This is an optimization exercise on Yosys and OpenROAD, whose aim is small area, a short achievable clock period and few clock cycles per item, not a production implementation.
In this exercise RTL edits were held to simulation tests only and were not proved equivalent to the original.

File: flow/run.sh
#!/bin/bash
# synth_recipe.tcl (not shown) runs the flow's synth.tcl, then flattens the netlist and writes it again
# the make line also repeats each setting of config.mk as NAME=value (left out here)
make -C /OpenROAD-flow-scripts/flow DESIGN_CONFIG=/design/flow/config.mk WORK_HOME=/design/flow/orfs CLKGATE_MAP_FILE= SYNTH_SCRIPT=/design/flow/synth_recipe.tcl finish
File: flow/config.mk
export PLATFORM = sky130hd
export DESIGN_NAME = BSW
export DESIGN_NICKNAME = BSW
export VERILOG_FILES = /design/flow/design.v
export SDC_FILE = /design/flow/constraint.sdc
export NUM_CORES = 8
export LEC_CHECK = 0
export CAP_MARGIN = 50
export CORE_MARGIN = 2
export CORE_UTILIZATION = 40
export SLEW_MARGIN = 50
File: flow/constraint.sdc
create_clock -name core_clock -period 24.0 [get_ports {clk}]
set_input_delay 4.8000 -clock core_clock [delete_from_list [all_inputs] [get_ports {clk}]]
set_output_delay 4.8000 -clock core_clock [all_outputs]
set_load 0.01 [all_outputs]
File: flow/design.v
module BSW (
    clk, rst, start,
    i_Q, i_R,
    o_Q_al,
    o_R_al,
    detail_info,
    done
);
    parameter IDLE     = 3'b000;
    parameter SCOR     = 3'b001;
    parameter TRBK     = 3'b010;
    parameter READ     = 3'b011;
    parameter DONE     = 3'b100;
    parameter o        = 3'b001;
    parameter e        = 3'b001;
    parameter match    = 3'b010;
    parameter signed mismatch = 3'b111;
    integer  i;
    input clk, rst;
    input  [2:0] i_Q, i_R;
    input  start;
    output [2:0] o_Q_al, o_R_al;
    output reg [9 - 1:0] detail_info;           
    output reg done;
    reg [1:0] pe_type;
    reg [2:0] state, state_next;
    reg [9 - 1:0] max_score;
    reg [6:0] counter_read, counter_read_next;
    reg [8:0] counter_scor, counter_scor_next;
    reg [9:0] counter_out, counter_out_next;
    reg [2:0] genes_Q [0:    6 - 1];
    reg [2:0] genes_R [0:    6 - 1];
    reg [2:0] Q       [0: 64 - 1];
    reg [2:0] R       [0: 64 - 1];
    reg [2:0] Q_next  [0: 64 - 1];
    reg [2:0] R_next  [0: 64 - 1];
    reg [2:0] Q_al    [0: 64 * 2 - 1];
    reg [2:0] R_al    [0: 64 * 2 - 1];
    reg [5   - 1:0] id_finish,   id_tb,   id_tb_next;
    reg [8 - 1:0] addr_finish, addr_tb, addr_tb_next;
    reg [2:0] re_pos_tb;
    reg [7 - 1:0] i_tb, j_tb;
    reg [2:0] Q_al_in, R_al_in;
    wire [2:0] Q_al_tmp, R_al_tmp;
    reg wen [0: 6 - 1];   
    reg [8  - 1:0] addr_RAM [0 : 6 - 1];
    reg [9 - 1:0] max_score_tmp [0 : 6 - 2];
    reg [5    - 1:0] id_finish_tmp [0 : 6 - 2];
    reg [8  - 1:0] addr_finish_next;
    reg [9 - 1:0] max_score_next;
    reg [5    - 1:0] id_finish_next;
    reg [7    - 1:0] i_start, j_start, i_finish, j_finish;
    reg signed [9 - 1:0] H1    [0: 6 - 1];
    reg signed [9 - 1:0] H2    [0: 6 - 1];
    reg signed [9 - 1:0] H3    [0: 6 - 1];
    reg signed [9 - 1:0] D1    [0: 6 - 1];
    reg signed [9 - 1:0] I2    [0: 6 - 1];
    reg signed [9 - 1:0] D_p   [0: 6 - 1];
    reg signed [9 - 1:0] I_p   [0: 6 - 1];
    reg signed [9 - 1:0] H_p   [0: 6 - 1];
    reg signed [9 - 1:0] H_p_p [0: 6 - 1];
    wire clk_Q, rst_Q;
    wire [2:0] o_data [0: 6 - 1];
    wire [2:0] re_pos [0: 6 - 1];
    wire [7 - 1:0] i_finish_next, j_finish_next;
    wire signed [9 - 1:0] H [0: 6 - 1];
    wire signed [9 - 1:0] D [0: 6 - 1];
    wire signed [9 - 1:0] I [0: 6 - 1];
    wire done_next;
    reg [2:0] genes_R_input;
    reg [2:0] genes_R_next[0: 6-1];
    genvar j;
    generate
        for (j = 0; j < 6; j = j + 1) begin: PEs_inst
            PE PEs(H1[j], D1[j], H2[j], I2[j], H3[j], genes_Q[j], genes_R[j], pe_type, wen[j], D[j], I[j], H[j], re_pos[j]);
        end
        for (j = 0; j < 6; j = j + 1) begin: RAMs_inst
            RAM RAMs (clk, rst, wen[j], addr_RAM[j], re_pos[j], o_data[j]);
        end
    endgenerate
    always@(*) begin
        case (state)
            IDLE:
                if (start) state_next = READ;
                else       state_next = IDLE;
            SCOR:
                if (counter_scor == 2 * 64 - 1) state_next = TRBK;
                else                               state_next = SCOR;
            TRBK:
                if (done_next) state_next = DONE;
                else      state_next = TRBK;
            READ:
                if (counter_read == (64 - 2)) state_next = SCOR;
                else             state_next = READ;
            DONE:
                if (o_Q_al == 0) state_next = IDLE;
                else                            state_next = state;
            default: state_next = IDLE;
        endcase 
    end
    always@(posedge clk or posedge rst) begin
        if (rst) state <= IDLE;
        else     state <= state_next;
    end
    always@(*) begin
        if (state == READ) counter_read_next = counter_read + 1;
        else               counter_read_next = 0;
    end
    always@(posedge clk or posedge rst) begin
        if (rst) counter_read <= 0;
        else     counter_read <= counter_read_next;
    end
    always@(*) begin
        for (i = 0; i < 64 - 1; i = i + 1) begin
            if (state == READ) begin
                Q_next[i] = Q[i + 1];
                R_next[i] = R[i + 1];
            end else begin
                Q_next[i] = Q[i];
                R_next[i] = R[i];
            end
        end
    end
    always@(posedge clk or posedge rst) begin
        if (rst) begin
            for (i = 0; i < 64; i = i + 1) begin
                Q[i] <= 0;
                R[i] <= 0;
            end 
        end else begin
            for (i = 0; i < 64 - 1; i = i + 1) begin
                Q[i] <= Q_next[i];
                R[i] <= R_next[i];
            end
            if (state == IDLE || state == READ) begin
                Q[64 - 1] <= i_Q;
                R[64 - 1] <= i_R;
            end
        end
    end
    always @(*) begin
        for (i = 0; i < 6; i = i + 1) begin
            wen[i] = (counter_scor >= i && counter_scor < 2 * 64 - 6 + i) && (state == SCOR);
            addr_RAM[i] = (state == SCOR) ? (counter_scor - i) : addr_tb_next;
        end
    end
    wire y;
    assign y = ((pe_type == 1 && counter_scor != (2 * 64 - 6 - 1)) || (pe_type == 2 && counter_scor == 6 - 1));
    reg [2:0] genes_Q_next [0:6 - 1];
    always@(*) begin
        if (y) begin
            for (i = 0; i < 6 - 1; i = i + 1) genes_Q_next[i] = genes_Q[i + 1];
            genes_Q_next[6 - 1] = Q[((counter_scor - 6 + 1) >> 1) + 6];
        end else if (state == READ) begin
            for (i = 0; i < 6; i = i + 1) genes_Q_next[i] = Q[i + 1];
        end else begin
            for (i = 0; i < 6; i = i + 1) genes_Q_next[i] = genes_Q[i];
        end
    end
    always@(posedge clk or posedge rst) begin
        if (rst) begin
            for (i = 0; i < 6; i = i + 1) genes_Q[i] <= 0;
        end else begin
            for (i = 0; i < 6; i = i + 1) genes_Q[i] <= genes_Q_next[i];
        end
    end
    wire x;
    assign x = (pe_type == 0 || pe_type == 3 || (pe_type == 2 && counter_scor != 6 - 1) || (counter_scor == 2 * 64 - 6 - 1));
    always@(*) begin                                 
        if (x) begin 
            for (i = 0; i < 6 - 1; i = i + 1) begin
                genes_R_next[i + 1] = genes_R[i];
            end
            genes_R_next[0] = genes_R_input;
        end else begin
            for (i = 0; i < 6; i = i + 1)
                genes_R_next[i] = genes_R[i];      
        end
    end
    always@(*) begin
        if (state == READ) genes_R_input = R_next[0];
        else if (state == SCOR && counter_scor < 6 - 1) genes_R_input = R[counter_scor + 1];
        else genes_R_input = R[(counter_scor + 6) >> 1];
    end
    always@(posedge clk or posedge rst) begin
        if (rst) begin
            for (i = 0; i < 6; i = i + 1)
                genes_R[i] <= 0;
        end else begin
            for (i = 0; i < 6; i = i + 1)
                genes_R[i] <= genes_R_next[i];
        end
    end
    always@(*) begin
        if (state == SCOR) counter_scor_next = counter_scor + 1;
        else               counter_scor_next = 0;
    end
    always@(posedge clk or posedge rst) begin
        if (rst)    counter_scor <= 0;
        else        counter_scor <= counter_scor_next;
    end
    always@(*) begin
        for (i = 0; i < 6 - 1; i = i + 1) begin
            if (counter_scor < 6 || counter_scor >= 2 * 64 - 6) begin
                H1[i] = H_p[i];
                D1[i] = D_p[i];
            end else if (pe_type) begin
                H1[i] = H_p[i];
                D1[i] = D_p[i];
            end else begin
                H1[i] = H_p[i + 1];
                D1[i] = D_p[i + 1];
            end
        end
        if (counter_scor < 6 || counter_scor >= 2 * 64 - 6) begin
            H1[6 - 1] = H_p[6 - 1];
            D1[6 - 1] = D_p[6 - 1];
        end else if (pe_type) begin
            H1[6 - 1] = H_p[6 - 1];
            D1[6 - 1] = D_p[6 - 1];
        end else begin
            H1[6 - 1] = 0;
            D1[6 - 1] = 0;
        end
    end
    always@(*) begin
        for (i = 1; i < 6; i = i + 1) begin
            if (counter_scor < 6 || counter_scor >= 2 * 64 - 6) begin
                H2[i] = H_p[i - 1];
                I2[i] = I_p[i - 1];
            end else if (pe_type) begin
                H2[i] = H_p[i - 1];
                I2[i] = I_p[i - 1];
            end else begin
                H2[i] = H_p[i];
                I2[i] = I_p[i];
            end
        end
        if (counter_scor < 6 || counter_scor >= 2 * 64 - 6) begin
            H2[0] = 0;
            I2[0] = 0;
        end else if (pe_type) begin
            H2[0] = 0;
            I2[0] = 0;
        end else begin
            H2[0] = H_p[0];
            I2[0] = I_p[0];
        end
    end
    always@(*) begin
        for (i = 1; i < 6; i = i + 1) begin
            if (counter_scor < 6 || counter_scor >= 2 * 64 - 6)
                H3[i] = H_p_p[i - 1];
            else
                H3[i] = H_p_p[i];
        end
        if (counter_scor < 6 || counter_scor >= 2 * 64 - 6) 
            H3[0] = 0;
        else
            H3[0] = H_p_p[0];
    end
    always@(posedge clk or posedge rst) begin
        if (rst) begin
            for (i = 0; i < 6; i = i + 1) begin
                D_p[i]   <= 0;
                I_p[i]   <= 0;
                H_p[i]   <= 0;
                H_p_p[i] <= 0;
            end
        end else begin
            for(i = 0; i < 6; i = i + 1) begin
                D_p[i]   <= D[i];
                I_p[i]   <= I[i];
                H_p[i]   <= H[i];
                H_p_p[i] <= H_p[i];
            end
        end
    end
    always@(*) begin
        if (state != SCOR) pe_type = 2'b11;   
        else if (counter_scor >= 6 && counter_scor < 2 * 64 - 6) pe_type = {1'b0, counter_scor[0]};
        else               pe_type = 2'b10;
    end
    always@(*) begin
        if (H[0] >= H[1]) begin 
            max_score_tmp[0]   = H[0];
            id_finish_tmp[0]   = 0;
        end else begin
            max_score_tmp[0]   = H[1];
            id_finish_tmp[0]   = 1;
        end
        for (i = 0; i < 6 - 2; i = i + 1) begin
            if (max_score_tmp[i] >= H[i + 2]) begin
                max_score_tmp[i + 1] = max_score_tmp[i];
                id_finish_tmp[i + 1] = id_finish_tmp[i];
            end else begin
                max_score_tmp[i + 1] = H[i + 2];
                id_finish_tmp[i + 1] = i + 2;
            end
        end
        if (max_score_tmp[6 - 2] > max_score) begin
            max_score_next   = max_score_tmp[6 - 2];
            id_finish_next   = id_finish_tmp[6 - 2];
            addr_finish_next = counter_scor - id_finish_tmp[6 - 2];
        end else begin
            max_score_next   = max_score;
            id_finish_next   = id_finish;
            addr_finish_next = addr_finish;
        end
    end
    always@(posedge clk or posedge rst) begin
        if (rst) begin
            max_score   <= 0;
            id_finish   <= 0;
            addr_finish <= 0;
        end else begin
            max_score   <= max_score_next;
            id_finish   <= id_finish_next;
            addr_finish <= addr_finish_next;
        end
    end
    always@(*) begin
        re_pos_tb = 3'b000;
        for (i = 0; i < 6; i = i + 1)
            if (id_tb == i) re_pos_tb = o_data[i];
    end
    always@(*) begin
        if (state == SCOR && state_next == TRBK) id_tb_next = id_finish;
        else if (re_pos_tb == 1) id_tb_next = id_tb - 1;
        else if (re_pos_tb == 2) id_tb_next = id_tb - 1;
        else if (re_pos_tb == 3) id_tb_next = id_tb;
        else if (re_pos_tb == 4) id_tb_next = id_tb;
        else if (re_pos_tb == 5) id_tb_next = id_tb;
        else if (re_pos_tb == 6) id_tb_next = id_tb + 1;
        else if (re_pos_tb == 0) id_tb_next = id_tb;
        else if (re_pos_tb == 7) id_tb_next = id_tb;
        else                     id_tb_next = 0;
    end
    always@(*) begin
        if (state == SCOR && state_next == TRBK) addr_tb_next = addr_finish;
        else if (re_pos_tb == 1) addr_tb_next = addr_tb - 1;
        else if (re_pos_tb == 2) addr_tb_next = addr_tb;
        else if (re_pos_tb == 3) addr_tb_next = addr_tb - 1;
        else if (re_pos_tb == 4) addr_tb_next = addr_tb - 2;
        else if (re_pos_tb == 5) addr_tb_next = addr_tb - 1;
        else if (re_pos_tb == 6) addr_tb_next = addr_tb - 2;
        else if (re_pos_tb == 0) addr_tb_next = addr_tb;
        else if (re_pos_tb == 7) addr_tb_next = addr_tb;
        else                     addr_tb_next = 0;
    end
    always@(*) begin
        if (state != TRBK && state != DONE) begin
            i_tb = 0;
            j_tb = 0;
        end else if (addr_tb < 6 - id_tb) begin
            i_tb = id_tb;
            j_tb = addr_tb;
        end else if (addr_tb >= 2 * 64 - 6 - id_tb) begin
            i_tb = 64 - 6 + id_tb;
            j_tb = addr_tb + 6 - 64;
        end else begin
            i_tb = (1 + id_tb) + ((addr_tb - (6 - id_tb)) >> 1);
            j_tb = (6 - id_tb - 1) + ((addr_tb - (6 - id_tb - 1)) >> 1);
        end
    end
    always@(*) begin
        case (re_pos_tb) 
            3'b000:  begin Q_al_in = Q[i_tb]; R_al_in = R[j_tb]; end
            3'b001:  begin Q_al_in = Q[i_tb]; R_al_in = R[j_tb]; end
            3'b010:  begin Q_al_in = Q[i_tb]; R_al_in = 3'd5;    end
            3'b011:  begin Q_al_in = 3'd5;    R_al_in = R[j_tb]; end
            3'b100:  begin Q_al_in = Q[i_tb]; R_al_in = R[j_tb]; end
            3'b101:  begin Q_al_in = Q[i_tb]; R_al_in = 3'd5;    end
            3'b110:  begin Q_al_in = 3'd5;    R_al_in = R[j_tb]; end
            default: begin Q_al_in = 3'd0;    R_al_in = 3'd0;    end
        endcase
    end
    reg [2:0] Q_al_next    [0: 64 * 2 - 1];
    reg [2:0] R_al_next    [0: 64 * 2 - 1];
    always@(*) begin
        if (state == DONE) begin
            for (i = 0; i < 64 * 2; i = i + 1) begin
                Q_al_next[i] = Q_al[i];
                R_al_next[i] = R_al[i];
            end
        end else begin
            for (i = 1; i < 64 * 2; i = i + 1) begin
                Q_al_next[i] = Q_al[i - 1];
                R_al_next[i] = R_al[i - 1];
            end
            Q_al_next[0] = Q_al_in;
            R_al_next[0] = R_al_in;
        end
    end
    always@(posedge clk or posedge rst) begin
        if (rst) begin
            for (i = 0; i < 64 * 2; i = i + 1) begin
                Q_al[i] <= 0;
                R_al[i] <= 0;
            end
        end else begin
            for (i = 0; i < 64 * 2; i = i + 1) begin
                Q_al[i] <= Q_al_next[i];
                R_al[i] <= R_al_next[i];
            end
        end
    end
    always@(*) begin
        if (state == DONE) counter_out_next = counter_out + 1;
        else               counter_out_next = 0;
    end
    always@(posedge clk or posedge rst) begin
        if (rst) counter_out <= 0;
        else     counter_out <= counter_out_next;
    end
    assign o_Q_al = Q_al[counter_out];
    assign o_R_al = R_al[counter_out];
    assign i_finish_next = (counter_scor == 2 * 64) ? i_tb : i_finish;
    assign j_finish_next = (counter_scor == 2 * 64) ? j_tb : j_finish;
    always@(*) begin
        case (counter_out)
            11'd0: detail_info = {3'b0, i_start};
            11'd1: detail_info = {3'b0, j_start};
            11'd2: detail_info = {3'b0, i_finish};
            11'd3: detail_info = {3'b0, j_finish};
            11'd4: detail_info = max_score;
            default: detail_info = 0;
        endcase
    end
    always@(posedge clk or posedge rst) begin
        if (rst) begin
            id_tb    <= 0;
            addr_tb  <= 0;
            i_start  <= 0;
            j_start  <= 0;
            i_finish <= 0;
            j_finish <= 0;
            done     <= 0;
        end else begin
            id_tb    <= id_tb_next;
            addr_tb  <= addr_tb_next;
            i_start  <= i_tb;
            j_start  <= j_tb;
            i_finish <= i_finish_next;
            j_finish <= j_finish_next;
            done     <= done_next;
        end
    end
    assign done_next = (re_pos_tb == 0 || (i_tb == 0 && re_pos_tb == 2) || (i_tb == 0 && re_pos_tb == 1) || (j_tb == 0 && re_pos_tb == 3) || (j_tb == 0 && re_pos_tb == 1)) && (state == TRBK || state == DONE);
endmodule
module PE (
    input signed [9 - 1:0] H1, D1, H2, I2, H3, 
    input signed [2:0] Q, R, 
    input [1:0] pe_type,
    input enable,
    output signed [9 - 1:0] D, I, H,
    output reg [2:0] re_pos
);
    parameter signed [2:0] o        = 3'sb001;
    parameter signed [2:0] e        = 3'sb001;
    parameter signed [2:0] match    = 3'sb010;
    parameter signed [2:0] mismatch = 3'sb111;
    wire signed [2:0] delta;
    wire signed [9 - 1:0] tmp1, tmp2;
    wire signed [2:0] tmp3, tmp4;
    wire [1:0] re_pos_tmp;
    assign D = (!enable) ? 0 : ((H1 - o > D1 - e) ? H1 - o : D1 - e);
    assign I = (!enable) ? 0 : ((H2 - o > I2 - e) ? H2 - o : I2 - e);
    assign delta = (Q == R) ? match : mismatch;
    assign tmp1 = (0 >= I) ? 0 : I;
    assign tmp2 = (D >= H3 + delta) ? D : H3 + delta;
    assign tmp3 = (0 >= I) ? 0 : 2'd1;
    assign tmp4 = (D >= H3 + delta) ? 2'd3 : (H3 == 0 ? 2'd0 : 2'd2);
    assign H = (!enable) ? 0 : ((tmp1 >= tmp2) ? tmp1 : tmp2);
    assign re_pos_tmp = (tmp1 >= tmp2) ? tmp3 : tmp4;
    always@(*) begin
        case ({pe_type, re_pos_tmp})
            4'b0000: re_pos = 3'd0;
            4'b0001: re_pos = 3'd5;
            4'b0010: re_pos = 3'd4;
            4'b0011: re_pos = 3'd6;
            4'b0100: re_pos = 3'd0;
            4'b0101: re_pos = 3'd2;
            4'b0110: re_pos = 3'd4;
            4'b0111: re_pos = 3'd3;
            4'b1000: re_pos = 3'd0;
            4'b1001: re_pos = 3'd2;
            4'b1010: re_pos = 3'd1;
            4'b1011: re_pos = 3'd3;
            default: re_pos = 3'b000;
        endcase
    end
endmodule
module RAM (
    input clk, rst,
    input wen,
    input  [8 - 1:0] addr,
    input  [2:0] i_data,
    output reg [2:0] o_data
);
    integer i;
    reg [2:0] m [0:2*64-6-1];
    reg [2:0] m_next [0:2*64-6-1];
    reg [2:0] o_data_next;
    always@(*) begin
        for (i=0;i<2*64-6;i=i+1) begin
            m_next[i] = (wen && (i == addr)) ? i_data : m[i];
        end
    end
    always@(*) begin
        o_data_next = 3'b111;
        for (i=0;i<2*64-6;i=i+1) begin
            if (i == addr) o_data_next = m[i];
        end
    end
    always@(posedge clk or posedge rst) begin
        if (rst) begin
            for (i=0;i<2*64-6;i=i+1) begin
                m[i] <= 0;
            end
            o_data <= 0;
        end else begin
            for (i=0;i<2*64-6;i=i+1) begin
                m[i] <= m_next[i];
            end
            o_data <= o_data_next;
        end
    end
endmodule
==> results.json <==
{
  "status": "finished clean",
  "regToRegSetupSlack_ns": 1.26,
  "critical-path-top-delay-family": "compound AO/OA/AOI/OAI gates",
  "crit_path_buffers_inverters": 11,
  "synth.yosys.seq_area_share": 0.4746,
  "ff_latch_area_um2": 92820,
  "combined_area_of_the_multi_input_logic_cells_um2": 98560,
  "routedWlPerCell_um": 29.01,
  "holdPathStages": 2,
  "fmax_ghz": 0.04398,
  "globalRouteTotalUtil": 0.3387,
  "synth_seq_cells": 3709,
  "leakage_uw": 0.1018,
  "fillCellCount": 47190,
  "layout-drive-gt1-share": 0.1157,
  "gr-total-overflow": 0,
  "cp-start-kind": "register",
  "nNetsFinal": 23280,
  "slowest_delay_ns": 0.60,
  "layout-area-overhead-vs-synth_pct": 14.10,
  "min_delay_worst_endpoint": "Q_al[35][0]",
  "cts-buffers-inserted": 415,
  "die_w_um": 703.3,
  "core_area_um2": 486500,
  "synth-edff-count": 0,
  "globalplace.congestion": 1.025,
  "critical_path_class": "register to register",
  "dp_hpwl_mm": 592.2,
  "portBuffers": 24,
  "cts_hold_buffers": 0,
  "worstHoldPathType": "register to register",
  "cts.path.max_buffers": 4,
  "rows": 256,
  "cts-htree-levels": 5,
  "drt_pass1_iterations": 12,
  "power_density_normalized_to_cell_area_nw_per_um2": 59.70,
  "critical_path.slowest_cell": "sky130_fd_sc_hd__or4_4",
  "dp_worst_setup_slack_ns": 0.7537,
  "synth_cell_types": 116,
  "syn_nets": 23350,
  "power_uw": 13320,
  "critical_path_endpoint_category": "register",
  "clock_tree.root_cell": "sky130_fd_sc_hd__clkbuf_16",
  "synth_area_um2": 195600,
  "timing.critical_path.mode_cell": "sky130_fd_sc_hd__a21o_1",
  "final_common_cell": "sky130_fd_sc_hd__nand2_1",
  "dieArea_um2": 494600,
  "worst-slew-pin-transition_ns": 0.8498,
  "clock_latency_ns": 1.09,
  "io_pins": 25,
  "maximum_fanout_along_the_worst_path": 16,
  "final_count_of_negative_setup_slack_endpoints": 0,
  "worst_ep_arrival_time_ns": 23.66,
  "vdd_drop_max_mv": 0.06642,
  "detail_route.drc_violations": 0,
  "synth.avg_cell_area_um2": 8.533,
  "die-height_um": 703.3,
  "synth_async_sr_flop_share": 1.000,
  "data_required_time_at_the_worst_endpoint_ns": 24.92,
  "drv_slew": 0,
  "antenna_found_initial": 46,
  "reg2reg_from": "counter_scor[3]",
  "tritoncts": "yes",
  "grt_first_pass_wirelength_mm": 1253,
  "effective_utilization_at_floorplan": 0.4020,
  "drv.max_cap_violation_count": 0,
  "timing.final.crit_period_ns": 22.74,
  "cts.clk_slew.worst_paths_ns": 0.06,
  "post_synth_inst_count": 22920,
  "ant_nets": 0,
  "timing.rr.end": "max_score[2]",
  "vias": 185500,
  "timing.slew.headroom": 0.4314,
  "clock-skew-final_ns": 0.1359,
  "layout.cells.most_common_list": "6,665 x sky130_fd_sc_hd__nand2_1, 3,707 x sky130_fd_sc_hd__dfrtp_1, 2,330 x sky130_fd_sc_hd__o21ai_0, 1,293 x sky130_fd_sc_hd__nor2_1, 1,018 x sky130_fd_sc_hd__a21oi_1",
  "worst-r2r-cell-count": 120,
  "layout_worst_path_cycle_share": 0.9473,
  "wl_mm": 860.7,
  "grt_pass1_vias": 176500,
  "pin_count_of_the_biggest_net_entering_global_routing": 120,
  "cts_sinks": 3709,
  "dominantRegCellSynth": "sky130_fd_sc_hd__dfrtp_1",
  "final_hold_viol_count": 0,
  "drt-vias-per-instance": 6.252,
  "hold_start": "Q_al[34][0]",
  "ys_warn_count": 55,
  "final_critical_path_setup_slack_ns": 1.264,
  "drtIter0Drc": 24740
}
==> final cells by class <==
class                           instances  share of cell area
Clock inverter                        164            0.009874
Multi-Input combinational cell      17500              0.4417
Sequential cell                      3709              0.4159
Inverter                              310            0.005231
Antenna cell                           27           0.0003028
Clock buffer                          587             0.05425
Tap cell                             6450             0.03616
Timing Repair Buffer                  917             0.03661
==> worst max path at each step <==
stage | startpoint | to | slack (ns) | cells after the start
finish | counter_scor[3] | max_score[2] | 1.26 | 120
global route | counter_scor[3] | max_score[3] | -0.04 | 120
global placement | counter_scor[5] | max_score[2] | 0.45 | 119
detailed placement | counter_scor[5] | max_score[2] | 0.75 | 119
floorplan | rst | D_p[0][0] | -32.47 | 1
CTS | counter_scor[5] | max_score[3] | 0.62 | 119
==> what timing repair did <==
action / in CTS / in global routing
resized for setup: 0 / 35
buffers inserted: 0 / 6
setup endpoints to repair: 0 / 20
==> routing by layer <==
| layer | track usage | up-vias | part of all wire |
|---|---|---|---|
| li1 | - | 80740 | - |
| met1 | 0.4666 | 90790 | 0.41 |
| met2 | 0.4946 | 11160 | 0.42 |
| met3 | 0.08374 | 2771 | 0.11 |
| met4 | 0.1695 | 26 | 0.061 |
| met5 | 0.0008738 | - | 0.00021 |
==> report_power, final <==
group	total, µW	internal (µW)	switching (µW)
registers	6320	6280	41.5
logic	175	29.4	146
clock network	6830	3960	2870
==> synth_stat cells (all sizes together), types with 192 or more instances <==
master,count,area (µm²)
nand2,6692,25120
clkbuf,1173,4403
buf,227,1134
o21ai,2417,12110
nand3,364,1822
a31oi,192,1201
a221oi,219,1931
dfrtp,3709,92810
o22ai,327,2046
a21oi,1053,5293
a22oi,416,3123
ha,413,5167
nor2,1430,5378
nor3,379,1908
mux2i,245,2452
inv,304,1141
mux2,541,6096
==> kinds of logic (layout without fill, tap and decap cells) <==
group                    Yosys count  in the layout  share of synthesized area
flip-flops                      3709           3709                     0.4746
buffers and inverters           1710           1978                    0.03426
AO/OA/AOI/OAI                   6294           6294                     0.2038
XOR/XNOR                         299            299                    0.01346
AND/OR/NAND/NOR                 9702           9702                     0.2032
multiplexers                     787            787                    0.04382
other                              0             27                          0
adder cells (fa/ha/maj)          419            419                    0.02698
==> sequential cells by signal, indices dropped and copies added (netlist names), 8 cells and up <==
name and flops:
counter_out 10, max_score 9, I_p 54, H_p 54, genes_Q 18, RAMs_inst.RAMs.o_data 18
counter_scor 9, addr_tb 8, Q 192, H_p_p 54, RAMs_inst.RAMs.m 2196, genes_R 18
D_p 54, R 192, R_al 384, addr_finish 8, Q_al 384
==> worst min-delay path, stage by stage (launching register included) <==
cell	delay [ns]
sky130_fd_sc_hd__dfrtp_1	0.36
sky130_fd_sc_hd__nand2_1	0.06
sky130_fd_sc_hd__nand2_1	0.06
==> through the flow <==
stage               setup TNS [ns]  hold WS, ns  cell area (µm²)  cells  utilization
finish                           0       0.4473           223200  29670       0.4587
global route              -0.09721       0.4791           223100  29640       0.4585
CTS                              0       0.4647           222400  29620       0.4572
detailed placement               0       0.4421           208100  28870       0.4277
global placement                 0       0.4475           206000  28810       0.4234
floorplan                        -       0.3519           195600  22920            -
Testbench counts, summed over its fixed seeds: cycles 104,000, items 320.

-- afterwards: timing with drivers on the ports --
Ports are ideal in the flow. The routed layout listed here was re-timed in OpenROAD. Step 1 assumes that a clkbuf_16 drives the clock port and a buf_2 every other input. Step 2, shift: input delay + t, output delay - t, t = (earliest + latest rising clock arrival at the registers) / 2. This alone moves slack from input paths to output paths. Slacks: ideal / step 1 / step 2; pairs: ideal / step 1.
shift t [ns]: 1.146
slack for setup (ns): 1.264 / 1.264 / 1.264
worst register clock-pin slew, ns: 0.07 / 0.07
cell pins on the clock port's net: 1
After both steps setup and hold are still met in this run. For this run, drivers alone change the setup slack by 0.000 ns; drivers and shift together by 0.000 ns.
